What follows belongs to an exercise in optimizing a design on an open flow for small area, a short achievable clock period and few clock cycles per item; a production flow would make more cautious choices.
Function was checked by simulation only, so behaviour that the tests miss may differ from the original.
No driver is modelled on the clock port, so clock power and skew are understated where the tree is cut down; a real chip needs a root buffer or a tree.
Power is estimated from default activity; no workload was simulated.

== JK ==
## RIM
module RIM(
    input clk,rst_n,in_valid,
    input [7:0] maze,
    output reg out_valid,
    output reg [2:0] out_row,out_col
);
Settings: LEC_CHECK=0, ABC_CLOCK_PERIOD_IN_PS=2500, CAP_MARGIN=20, CORE_MARGIN=2, CORE_UTILIZATION=40, SLEW_MARGIN=20; clock period 8.0 ns.
standard.sh (not shown) runs the stock make flow with config.mk's settings and CLKGATE_MAP_FILE= SYNTH_SCRIPT=/design/flow/synth_recipe.tcl, a recipe that flattens the netlist after the stock synthesis.
==> flow/flow/run.sh <==
#!/bin/bash
# Standard ORFS layout (the standard.sh, standard synthesis unchanged),
# with the extra make settings listed in flow/args.txt (one per line), and
# the clock tree replaced by flow/oneclk.tcl (run as the PRE_CTS hook).
set -euo pipefail
mapfile -t ARGS < <(grep -v '^#' flow/args.txt | grep -v '^$')
bash standard.sh "${ARGS[@]}" PRE_CTS_TCL=$PWD/flow/oneclk.tcl finish > standard_flow.log 2>&1
==> flow/flow/args.txt <==
SETUP_SLACK_MARGIN=6.0
BUFFER_PORTS_ARGS=-buffer_cell sky130_fd_sc_hd__buf_1
==> flow/flow/oneclk.tcl <==
# PRE_CTS hook: replace the clock tree by a few clock buffers, each driving an
# equal share of the clock sinks (split by x position) from the centre of its
# share, so the clock reaches every register through exactly one buffer.
# TritonCTS is then skipped: clock_tree_synthesis becomes a no-op.
set clkbuf_cell sky130_fd_sc_hd__clkbuf_16
set sinks_per_buf 32
set db [ord::get_db]
set block [ord::get_db_block]
set m [$db findMaster $clkbuf_cell]
set clk [$block findNet clk]
set sinks {}
foreach it [$clk getITerms] {
  set bb [[$it getInst] getBBox]
  lappend sinks [list [expr {([$bb xMin]+[$bb xMax])/2}] [expr {([$bb yMin]+[$bb yMax])/2}] $it]
}
set sinks [lsort -integer -index 0 $sinks]
set ns [llength $sinks]
set nb [expr {($ns + $sinks_per_buf - 1) / $sinks_per_buf}]
puts "oneclk: $ns clock sinks, $nb buffers ($clkbuf_cell)"
for {set g 0} {$g < $nb} {incr g} {
  set lo [expr {$g*$ns/$nb}]
  set hi [expr {($g+1)*$ns/$nb - 1}]
  set nn [odb::dbNet_create $block clknet_root_$g]
  $nn setSigType CLOCK
  set inst [odb::dbInst_create $block $m clkbuf_root_$g]
  set xs 0; set ys 0; set n 0
  foreach s [lrange $sinks $lo $hi] {
    lassign $s x y it
    incr xs $x; incr ys $y; incr n
    $it disconnect
    $it connect $nn
  }
  $inst setLocation [expr {$xs/$n}] [expr {$ys/$n}]
  $inst setPlacementStatus PLACED
  foreach it [$inst getITerms] {
    set mt [[$it getMTerm] getName]
    if {$mt == "A"} {$it connect $clk}
    if {$mt == "X"} {$it connect $nn}
  }
}
detailed_placement
rename clock_tree_synthesis {}
proc clock_tree_synthesis {args} { puts "clock_tree_synthesis skipped: clock buffers placed by oneclk.tcl" }
JK completed end to end with timing, DRC and antenna clean.
Testbench counts of JK, summed over its fixed seeds: cycles 11,040, mazes 480.
Setup changes, JK to MS
==> flow/flow/args.txt <==
SETUP_SLACK_MARGIN=5.5
BUFFER_PORTS_ARGS=-buffer_cell sky130_fd_sc_hd__buf_1
--- a/flow/flow/oneclk.tcl
+++ b/flow/flow/oneclk.tcl
@@ -5,3 +5,3 @@
 set clkbuf_cell sky130_fd_sc_hd__clkbuf_16
-set sinks_per_buf 32
+set sinks_per_buf 21
 set db [ord::get_db]
- In MS the sequential share of layout area turned out 2.8 points higher than in JK.
- MS against JK: worst slack on hold paths went up 0.0082 ns, fraction of met1 tracks used by global routing went down 1.3 points, routed wire length went down about 4.3%, part of the power in registers went up 5.1 points.
- Cmp MS vs JK: final design utilization lower in MS
- There was hardly any difference in number of iterations in the first detailed-routing pass between JK and MS.
- Clock network power share was lower in the run labelled JK.
- Compared with JK, MS ends up with a smaller final cell area.
Here is what was changed in the inputs of AL compared with MS.
--- a/flow/flow/oneclk.tcl
+++ b/flow/flow/oneclk.tcl
@@ -4,4 +4,4 @@
 # TritonCTS is then skipped: clock_tree_synthesis becomes a no-op.
-set clkbuf_cell sky130_fd_sc_hd__clkbuf_16
-set sinks_per_buf 21
+set clkbuf_cell sky130_fd_sc_hd__clkbuf_8
+set sinks_per_buf 16
 set db [ord::get_db]
Results
- Sum of routed wire length over all layers: MS vs AL, no meaningful difference
- Compared with MS, placement density in the core of AL is lower.
- When the final numbers for MS and AL were put side by side, the global-route met1 utilization turned out to be greater in MS.
- Taking MS as the reference, in AL worst slew margin relative to its limit -0.44 points; post-route fraction of the period consumed by the critical path increased 0.16 points.
- Looking at power per cell area, AL sits below MS.
What TR does differently from AL at the input level:
==> flow/flow/args.txt <==
SETUP_SLACK_MARGIN=5.65
BUFFER_PORTS_ARGS=-buffer_cell sky130_fd_sc_hd__buf_1
--- a/flow/flow/oneclk.tcl
+++ b/flow/flow/oneclk.tcl
@@ -4,4 +4,4 @@
 # TritonCTS is then skipped: clock_tree_synthesis becomes a no-op.
-set clkbuf_cell sky130_fd_sc_hd__clkbuf_8
-set sinks_per_buf 16
+set clkbuf_cell sky130_fd_sc_hd__clkbuf_16
+set sinks_per_buf 32
 set db [ord::get_db]
==> summary.txt <==
Between AL and TR, the cell count went up.
Total power: TR above AL
TR ends up with a routed wire length that is about 2.1% higher than in AL.
Comparing TR and AL, the higher switching power total was measured on TR.
AL has lower design area than TR.
No run of this note takes its clock network from TritonCTS; it comes from the design's own scripts or RTL.


job 9626:
RIM, a different RTL version from the one above (not shown whole).
For scale: ~61 flip-flops, roughly 18 I/O pins, roughly 2600 sq um of cells after synthesis.
Settings: LEC_CHECK=0, ABC_CLOCK_PERIOD_IN_PS=2500, CAP_MARGIN=20, CORE_MARGIN=2, CORE_UTILIZATION=40, SLEW_MARGIN=20; clock period 8.0 ns.
==> flow/flow/run.sh <==
#!/bin/bash
# Standard ORFS layout (the standard.sh, standard synthesis unchanged),
# with the extra make settings listed in flow/args.txt (one per line).
set -euo pipefail
mapfile -t ARGS < <(grep -v '^#' flow/args.txt | grep -v '^$')
bash standard.sh "${ARGS[@]}" finish > standard_flow.log 2>&1
==> flow/flow/args.txt <==
SETUP_SLACK_MARGIN=5.7
BUFFER_PORTS_ARGS=-buffer_cell sky130_fd_sc_hd__buf_2
Job 9626 completed end to end with timing, DRC and antenna clean.
Testbench counts of job 9626, summed over its fixed seeds: cycles 11,040, mazes 480.
The following lists how job 3763 was set up differently from job 9626:
==> flow/flow/run.sh <==
#!/bin/bash
set -euo pipefail
MARGIN=$(cat flow/margin.txt)
bash standard.sh SETUP_SLACK_MARGIN=$MARGIN finish > standard_flow.log 2>&1
==> flow/flow/margin.txt (new file) <==
5.6
removed: flow/flow/args.txt
Comparing part of the power in combinational logic for job 9626 and job 3763, the smaller number came from job 3763. Job 3763 reports its biggest power consumer among the groups as sequential cells while job 9626 reports combinational logic. Relative to job 9626, via count has decreased by about 2% in job 3763. Going from job 9626 to job 3763, setup slack stayed essentially flat, final RePlAce weighted congestion fell by 0.76%, proportion of power drawn by the clock network rose by 0.3 points, net count of the mapped netlist stayed essentially flat. Between job 3763 and job 9626, the via count of the first global-routing pass does not differ in any meaningful way.
[inputs] job 4928 vs job 3763
Settings: a change of CORE_UTILIZATION from 40 to 65.
==> flow/flow/run.sh <==
#!/bin/bash
# Standard ORFS layout (the standard.sh, standard synthesis unchanged),
# with the extra make settings listed in flow/args.txt (one per line).
set -euo pipefail
mapfile -t ARGS < <(grep -v '^#' flow/args.txt | grep -v '^$')
bash standard.sh "${ARGS[@]}" finish > standard_flow.log 2>&1
==> flow/flow/args.txt (new file) <==
SETUP_SLACK_MARGIN=5.7
BUFFER_PORTS_ARGS=-buffer_cell sky130_fd_sc_hd__buf_1
removed: flow/flow/margin.txt
[summary]
Logic depth of the worst setup path including buffers came out exactly the same in job 3763 and job 4928.
Relative to job 3763, the core area measured on job 4928 has decreased by more than a quarter.
Between job 3763 and job 4928, the flow reports first-pass GRT wire length decreasing by a few percent.
Relative to job 3763, share of layout cells above drive strength 1 has gone down in job 4928.
Job 4928 — total via count in the routed design 4.7% higher, job 3763 as reference
Between job 3763 and job 4928, the flow reports static power due to leakage decreasing slightly.
For layout net count, job 4928 and job 3763 come out practically identical.
From job 3763 to job 4928 the numbers moved as follows: die area shrank by about 37%; sequential fraction of total cell area grew by 0.99 points.
Sort job 3763 and job 4928 by detailed-route wire length per cell, ascending, and job 3763 comes first.
Job 4928: portion of total power attributed to combinational logic is 0.9 points higher than what job 3763 reported.
> inputs changed (job 4928 -> job 8365)
Settings: CORE_UTILIZATION: 65 -> 40.
==> flow/flow/args.txt <==
SETUP_SLACK_MARGIN=5.7
CTS_CLUSTER_SIZE=40
CTS_CLUSTER_DIAMETER=100
BUFFER_PORTS_ARGS=-buffer_cell sky130_fd_sc_hd__buf_1
### Flow results
- Job 8365 completed; timing, DRC and antenna clean
- The total power reported for job 8365 is smaller than that of job 4928 by about 3.3%.
- On register-to-register slack, job 8365 does better than job 4928.
- Looking at non-clock buffer count, job 8365 sits 1 higher than job 4928 does.
- The proportion of power drawn by the clock network of job 8365 falls short of that of job 4928 by 1.5 points.
- Summary of job 8365 over job 4928: sequential power about even; fraction of the core area covered by cells at the end of the flow fell 29 points; sequential cell fraction of total power rose 1.1 points; global-route wire length before repair fell 3.8%.
Modified inputs, job 1258 compared to job 8365
==> flow/flow/args.txt <==
SETUP_SLACK_MARGIN=5.5
BUFFER_PORTS_ARGS=-buffer_cell sky130_fd_sc_hd__buf_1
### Flow results
The remaining max-slew budget at the tightest pin was comparable across job 1258 and job 8365.
Going from job 8365 to job 1258, cell area shrinks by about 1.2%.
Relative to job 8365, the length of routed met3 wiring of job 1258 is lower by 10 um.
| share of the cycle needed by the critical path after routing | job 1258 vs job 8365 | ≈ equal |
Against job 8365, job 1258 reports a sequential cell area share that is higher.
The portion of total power attributed to combinational logic in job 1258 was lower than what job 8365 gave.
Compared with job 8365, in job 1258 setup slack neither gained nor lost much; number of unique standard cell types used by synthesis neither gained nor lost much; met2 routed wirelength neither gained nor lost much.
Looking at job 1258 and job 8365, the post-route minimum period is a wash.

[what the ideal ports hide]
In the flow no input, the clock included, has a driving cell. The finished layouts below were timed again as built, in two steps. Step 1, drivers: a clkbuf_16 drives clk and a buf_2 each remaining input, both assumed. Step 2 moves the port delays by t, midway between the first and last clock arrival at a register: inputs arrive t later, outputs are due t later. That takes back most of the time a late clock gives input paths. a / b / c = ideal / step 1 / step 2; a / b = the first two.
| run | t (ns) | setup WS [ns] | hold WS [ns] | slew at the worst register clock pin (ns) |
|---|---|---|---|---|
| JK | 0.217 | 5.642 / 5.595 / 5.768 | 0.433 / 0.433 / 0.433 | 0.12 / 0.12 |
| MS | 0.206 | 5.612 / 5.554 / 5.685 | 0.441 / 0.441 / 0.441 | 0.09 / 0.09 |
| AL | 0.205 | 5.599 / 5.548 / 5.691 | 0.438 / 0.438 / 0.438 | 0.10 / 0.10 |
| TR | 0.215 | 5.585 / 5.539 / 5.749 | 0.430 / 0.430 / 0.430 | 0.12 / 0.12 |
| job 9626 | 0.354 | 5.536 / 5.508 / 5.774 | 0.438 / 0.438 / 0.438 | 0.07 / 0.07 |
| job 3763 | 0.358 | 5.534 / 5.504 / 5.373 | 0.436 / 0.436 / 0.436 | 0.07 / 0.07 |
| job 4928 | 0.365 | 5.527 / 5.500 / 5.731 | 0.442 / 0.442 / 0.442 | 0.07 / 0.07 |
| job 8365 | 0.357 | 5.524 / 5.495 / 5.715 | 0.436 / 0.436 / 0.436 | 0.07 / 0.07 |
| job 1258 | 0.358 | 5.521 / 5.492 / 5.714 | 0.437 / 0.437 / 0.437 | 0.07 / 0.07 |
After both steps setup and hold are still met in every run listed. For job 3763, which loses most, drivers alone change the setup slack by -0.030 ns; drivers and shift together by -0.161 ns.
